Context: an optimization exercise on an open-source flow, tuned for small area and a short achievable clock period. The choices shown serve that exercise and are no tape-out recipe.
Function was checked by simulation only, so behaviour that the tests miss may differ from the original.
Power figures rest on the tool's default switching activity, not on a simulated workload.

==> flow/design.v (excerpt) <==
module wallace_mult_top (
	input  wire        clk,
	input  wire        sext_a,
	input  wire        sext_b,
	input  wire [31:0] a,
	input  wire [31:0] b,
	output wire [63:0] out
);
Size in the first run: ~2700 cells after synthesis, ~130 I/O pins, ~0.028 mm² of cells after synthesis.
Settings: LEC_CHECK=0, CAP_MARGIN=20, CORE_MARGIN=2, CORE_UTILIZATION=60, SETUP_SLACK_MARGIN=4.0, SLEW_MARGIN=20, SYNTH_HIERARCHICAL=1, SYNTH_MINIMUM_KEEP_SIZE=0; clock period 8.5 ns.
standard.sh (not shown) runs the stock make flow with config.mk's settings and CLKGATE_MAP_FILE= SYNTH_SCRIPT=/design/flow/synth_recipe.tcl, a recipe that flattens the netlist after the stock synthesis.
==> flow/flow/run.sh <==
#!/bin/bash
# The standard layout (standard.sh, with the standard flow's synthesis and settings), except that
# the port buffers that global placement inserts are buf_1 cells instead of the
# default choice. make's own output goes to standard.log; each tool's log is under
# orfs/logs/.
set -euo pipefail
bash standard.sh 'BUFFER_PORTS_ARGS=-buffer_cell sky130_fd_sc_hd__buf_1' SKIP_GATE_CLONING=1 finish > standard.log 2>&1
==> next run, changes <==
--- a/flow/flow/run.sh
+++ b/flow/flow/run.sh
@@ -6,2 +6,2 @@
 set -euo pipefail
-bash standard.sh 'BUFFER_PORTS_ARGS=-buffer_cell sky130_fd_sc_hd__buf_1' SKIP_GATE_CLONING=1 finish > standard.log 2>&1
+bash standard.sh 'BUFFER_PORTS_ARGS=-buffer_cell sky130_fd_sc_hd__buf_1' finish > standard.log 2>&1
--- a/flow/config.mk
+++ b/flow/config.mk
@@ -10,2 +10,3 @@
 export CORE_UTILIZATION = 60
+export GPL_TIMING_DRIVEN = 0
 export SETUP_SLACK_MARGIN = 4.0
=>
- hold slack is worse by 0.13 ns
- setup slack is worse by 0.22 ns
- total power climbs by about 10%
- via count climbs by 11%
- sequential cell count does not change
- cell area climbs by 6.4%
- sequential power is about the same
==> next run, changes <==
==> flow/run.sh (new file) <==
#!/bin/bash
# synth_recipe.tcl (not shown) runs the flow's synth.tcl, then flattens the netlist and writes it again
# the make line also repeats each setting of config.mk as NAME=value (left out here)
make -C /OpenROAD-flow-scripts/flow DESIGN_CONFIG=/design/flow/config.mk WORK_HOME=/design/flow/orfs CLKGATE_MAP_FILE= SYNTH_SCRIPT=/design/flow/synth_recipe.tcl finish
--- a/flow/config.mk
+++ b/flow/config.mk
@@ -10,3 +10,2 @@
 export CORE_UTILIZATION = 60
-export GPL_TIMING_DRIVEN = 0
 export SETUP_SLACK_MARGIN = 4.0
@@ -15 +14,2 @@
 export SYNTH_MINIMUM_KEEP_SIZE = 0
+export TNS_END_PERCENT = 30
removed: flow/flow/run.sh
removed: flow/standard.sh
What happened: Utilization goes down by 2.0 points; via count went down by roughly a tenth; routed wire length drops by about a fifth; clock-buffer cell count fell by 1; global-route usage is lower by 7.3 points; non-clock buffer count goes down by 325; die area stays the same.
==> next run, changes <==
==> flow/flow/run.sh (new file) <==
#!/bin/bash
# The standard layout (standard.sh, with the standard flow's synthesis and settings), except that
# the port buffers that global placement inserts are buf_1 cells instead of the
# default choice. make's own output goes to standard.log; each tool's log is under
# orfs/logs/.
set -euo pipefail
bash standard.sh 'BUFFER_PORTS_ARGS=-buffer_cell sky130_fd_sc_hd__buf_1' finish > standard.log 2>&1
==> flow/standard.sh (new file) <==
#!/bin/bash
# synth_recipe.tcl (not shown) runs the flow's synth.tcl, then flattens the netlist and writes it again
# the make line also repeats each setting of config.mk as NAME=value (left out here)
make -C /OpenROAD-flow-scripts/flow DESIGN_CONFIG=/design/flow/config.mk WORK_HOME=/design/flow/orfs CLKGATE_MAP_FILE= SYNTH_SCRIPT=/design/flow/synth_recipe.tcl "${@:-finish}"
--- a/flow/config.mk
+++ b/flow/config.mk
@@ -9,3 +9,3 @@
 export CORE_MARGIN = 2
-export CORE_UTILIZATION = 60
+export CORE_UTILIZATION = 65
 export SETUP_SLACK_MARGIN = 4.0
@@ -14,2 +14 @@
 export SYNTH_MINIMUM_KEEP_SIZE = 0
-export TNS_END_PERCENT = 30
removed: flow/run.sh
Result:
- synthesized cell count stays the same
- non-clock buffer count is lower by 8
- global-route usage is higher by 3.5 points
- total power is lower by about 5%
- die area is lower by 7.6%
- worst hold slack is worse by 0.046 ns
- utilization is higher by 2.8 points
- maximum frequency is lower by 0.69%
- setup slack is worse by 0.032 ns
- critical path depth stays the same
- cell area is lower by about 3.6%
==> next run, changes <==
==> flow/run.sh (new file) <==
#!/bin/bash
# synth_recipe.tcl (not shown) runs the flow's synth.tcl, then flattens the netlist and writes it again
# the make line also repeats each setting of config.mk as NAME=value (left out here)
make -C /OpenROAD-flow-scripts/flow DESIGN_CONFIG=/design/flow/config.mk WORK_HOME=/design/flow/orfs CLKGATE_MAP_FILE= SYNTH_SCRIPT=/design/flow/synth_recipe.tcl finish
--- a/flow/config.mk
+++ b/flow/config.mk
@@ -9,3 +9,3 @@
 export CORE_MARGIN = 2
-export CORE_UTILIZATION = 65
+export CORE_UTILIZATION = 40
 export SETUP_SLACK_MARGIN = 4.0
removed: flow/flow/run.sh
removed: flow/standard.sh
=>
- The changed run went through all stages and came out clean
- power increases by about 7%
- maximum frequency increases by about 1.7%
- design area increases by 5.6%
- final cell count increases by 11%
- sequential share of layout area decreases by 0.58 points
- setup slack improved by 0.075 ns
- worst hold slack improved by 0.058 ns
- synthesized cell count stays the same
- wire length increases by 7.9%
==> next run, changes <==
==> flow/flow/run.sh (new file) <==
#!/bin/bash
# The standard layout (standard.sh, with the standard flow's synthesis and settings), except that
# the port buffers that global placement inserts are buf_1 cells instead of the
# default choice. make's own output goes to standard.log; each tool's log is under
# orfs/logs/.
set -euo pipefail
bash standard.sh 'BUFFER_PORTS_ARGS=-buffer_cell sky130_fd_sc_hd__buf_1' finish > standard.log 2>&1
==> flow/standard.sh (new file) <==
#!/bin/bash
# synth_recipe.tcl (not shown) runs the flow's synth.tcl, then flattens the netlist and writes it again
# the make line also repeats each setting of config.mk as NAME=value (left out here)
make -C /OpenROAD-flow-scripts/flow DESIGN_CONFIG=/design/flow/config.mk WORK_HOME=/design/flow/orfs CLKGATE_MAP_FILE= SYNTH_SCRIPT=/design/flow/synth_recipe.tcl "${@:-finish}"
--- a/flow/config.mk
+++ b/flow/config.mk
@@ -9,4 +9,4 @@
 export CORE_MARGIN = 2
-export CORE_UTILIZATION = 40
-export SETUP_SLACK_MARGIN = 4.0
+export CORE_UTILIZATION = 60
+export SETUP_SLACK_MARGIN = 3.85
 export SLEW_MARGIN = 20
removed: flow/run.sh
Final area is lower by 5.3%. Synthesized area is unchanged. First-iteration DRC count is higher by 8.2%.

Starting RTL as in the previous note.
Settings: LEC_CHECK=0, CAP_MARGIN=20, CORE_MARGIN=2, CORE_UTILIZATION=60, SETUP_SLACK_MARGIN=4.15, SLEW_MARGIN=20, SYNTH_HIERARCHICAL=1, SYNTH_MINIMUM_KEEP_SIZE=0; clock period 8.5 ns.
==> flow/flow/run.sh <==
#!/bin/bash
# The standard layout (standard.sh, with the standard flow's synthesis and settings), except that
# the port buffers that global placement inserts are buf_1 cells instead of the
# default choice. make's own output goes to standard.log; each tool's log is under
# orfs/logs/.
set -euo pipefail
bash standard.sh 'BUFFER_PORTS_ARGS=-buffer_cell sky130_fd_sc_hd__buf_1' finish > standard.log 2>&1
Rerun with:
==> flow/run.sh (new file) <==
#!/bin/bash
# synth_recipe.tcl (not shown) runs the flow's synth.tcl, then flattens the netlist and writes it again
# the make line also repeats each setting of config.mk as NAME=value (left out here)
make -C /OpenROAD-flow-scripts/flow DESIGN_CONFIG=/design/flow/config.mk WORK_HOME=/design/flow/orfs CLKGATE_MAP_FILE= SYNTH_SCRIPT=/design/flow/synth_recipe.tcl finish
--- a/flow/config.mk
+++ b/flow/config.mk
@@ -11 +11 @@
-export SETUP_SLACK_MARGIN = 4.15
+export SETUP_SLACK_MARGIN = 4.2
removed: flow/flow/run.sh
removed: flow/standard.sh
Result: Worst setup slack is better by 0.085 ns. Synthesized area does not change. Worst hold slack is worse by 0.067 ns. Sequential power hardly moves. Design area is higher by 3.4%.
Rerun with:
==> flow/flow/run.sh (new file) <==
#!/bin/bash
# The standard layout (standard.sh, with the standard flow's synthesis and settings), except that
# the port buffers that global placement inserts are buf_1 cells instead of the
# default choice. make's own output goes to standard.log; each tool's log is under
# orfs/logs/.
set -euo pipefail
bash standard.sh 'BUFFER_PORTS_ARGS=-buffer_cell sky130_fd_sc_hd__buf_1' finish > standard.log 2>&1
==> flow/standard.sh (new file) <==
#!/bin/bash
# synth_recipe.tcl (not shown) runs the flow's synth.tcl, then flattens the netlist and writes it again
# the make line also repeats each setting of config.mk as NAME=value (left out here)
make -C /OpenROAD-flow-scripts/flow DESIGN_CONFIG=/design/flow/config.mk WORK_HOME=/design/flow/orfs CLKGATE_MAP_FILE= SYNTH_SCRIPT=/design/flow/synth_recipe.tcl "${@:-finish}"
--- a/flow/config.mk
+++ b/flow/config.mk
@@ -10,2 +10,2 @@
-export CORE_UTILIZATION = 60
-export SETUP_SLACK_MARGIN = 4.2
+export CORE_UTILIZATION = 55
+export SETUP_SLACK_MARGIN = 4.0
removed: flow/run.sh
- The changed run finished clean
- routed wire length falls by 3.2%
- count of clock-buffer cells in the layout is unchanged
- first-iteration DRC count went down by 18%
- setup slack got worse by 0.067 ns
- die area rises by 8.9%
- maximum frequency falls by 1.5%
- design area fell by 4.9%
- worst hold slack is better by 0.024 ns
- cell count rises by 1.5%
- synthesized cell count is unchanged
Rerun with:
==> flow/run.sh (new file) <==
#!/bin/bash
# synth_recipe.tcl (not shown) runs the flow's synth.tcl, then flattens the netlist and writes it again
# the make line also repeats each setting of config.mk as NAME=value (left out here)
make -C /OpenROAD-flow-scripts/flow DESIGN_CONFIG=/design/flow/config.mk WORK_HOME=/design/flow/orfs CLKGATE_MAP_FILE= SYNTH_SCRIPT=/design/flow/synth_recipe.tcl finish
--- a/flow/config.mk
+++ b/flow/config.mk
@@ -10 +10,3 @@
-export CORE_UTILIZATION = 55
+export CORE_UTILIZATION = 40
+export CTS_CLUSTER_DIAMETER = 200
+export CTS_CLUSTER_SIZE = 30
removed: flow/flow/run.sh
removed: flow/standard.sh
=>
- The new run completed without violations
- core utilization came out lower by 14 points
- synthesized cell count stays the same
- setup slack gets better by 0.016 ns
- combinational power came out higher by about 7%
- critical path depth stays the same

[re-timing with driven ports]
In the flow no input, the clock included, has a driving cell. The finished layouts below were timed again as built, in two steps.
Step 1: set_driving_cell puts a clkbuf_16 on clk and a buf_2 on each other input, an assumption about the parent block.
Step 2 also shifts input and output timing later by t, the mid clock arrival at the registers, as if the neighbouring blocks saw the same clock.
Three values: ideal, step 1, step 2; two values: the first two.
run | shift t [ns] | setup WS [ns] | worst setup path at the end | worst data-port slew with drivers (ns)
the first run of note 1 | 0.572 | 4.003 / 3.940 / 4.059 | register to register | 0.07
the second run of note 1 | 0.568 | 3.784 / 3.721 / 3.833 | register to register | 0.04
the third run of note 1 | 0.562 | 3.936 / 3.877 / 3.959 | register to register | 0.10
the fourth run of note 1 | 0.563 | 3.904 / 3.843 / 4.018 | register to register | 0.05
the fifth run of note 1 | 0.577 | 3.979 / 3.922 / 4.080 | register to register | 0.07
the sixth run of note 1 | 0.570 | 3.915 / 3.853 / 3.969 | register to register | 0.07
the first run of note 2 | 0.578 | 3.945 / 3.887 / 4.214 | register to register | 0.07
the second run of note 2 | 0.581 | 4.030 / 3.968 / 4.252 | register to register | 0.09
the third run of note 2 | 0.577 | 3.963 / 3.899 / 3.996 | register to register | 0.07
the fourth run of note 2 | 0.577 | 3.979 / 3.922 / 4.080 | register to register | 0.07
After both steps setup and hold are still met in every run listed.
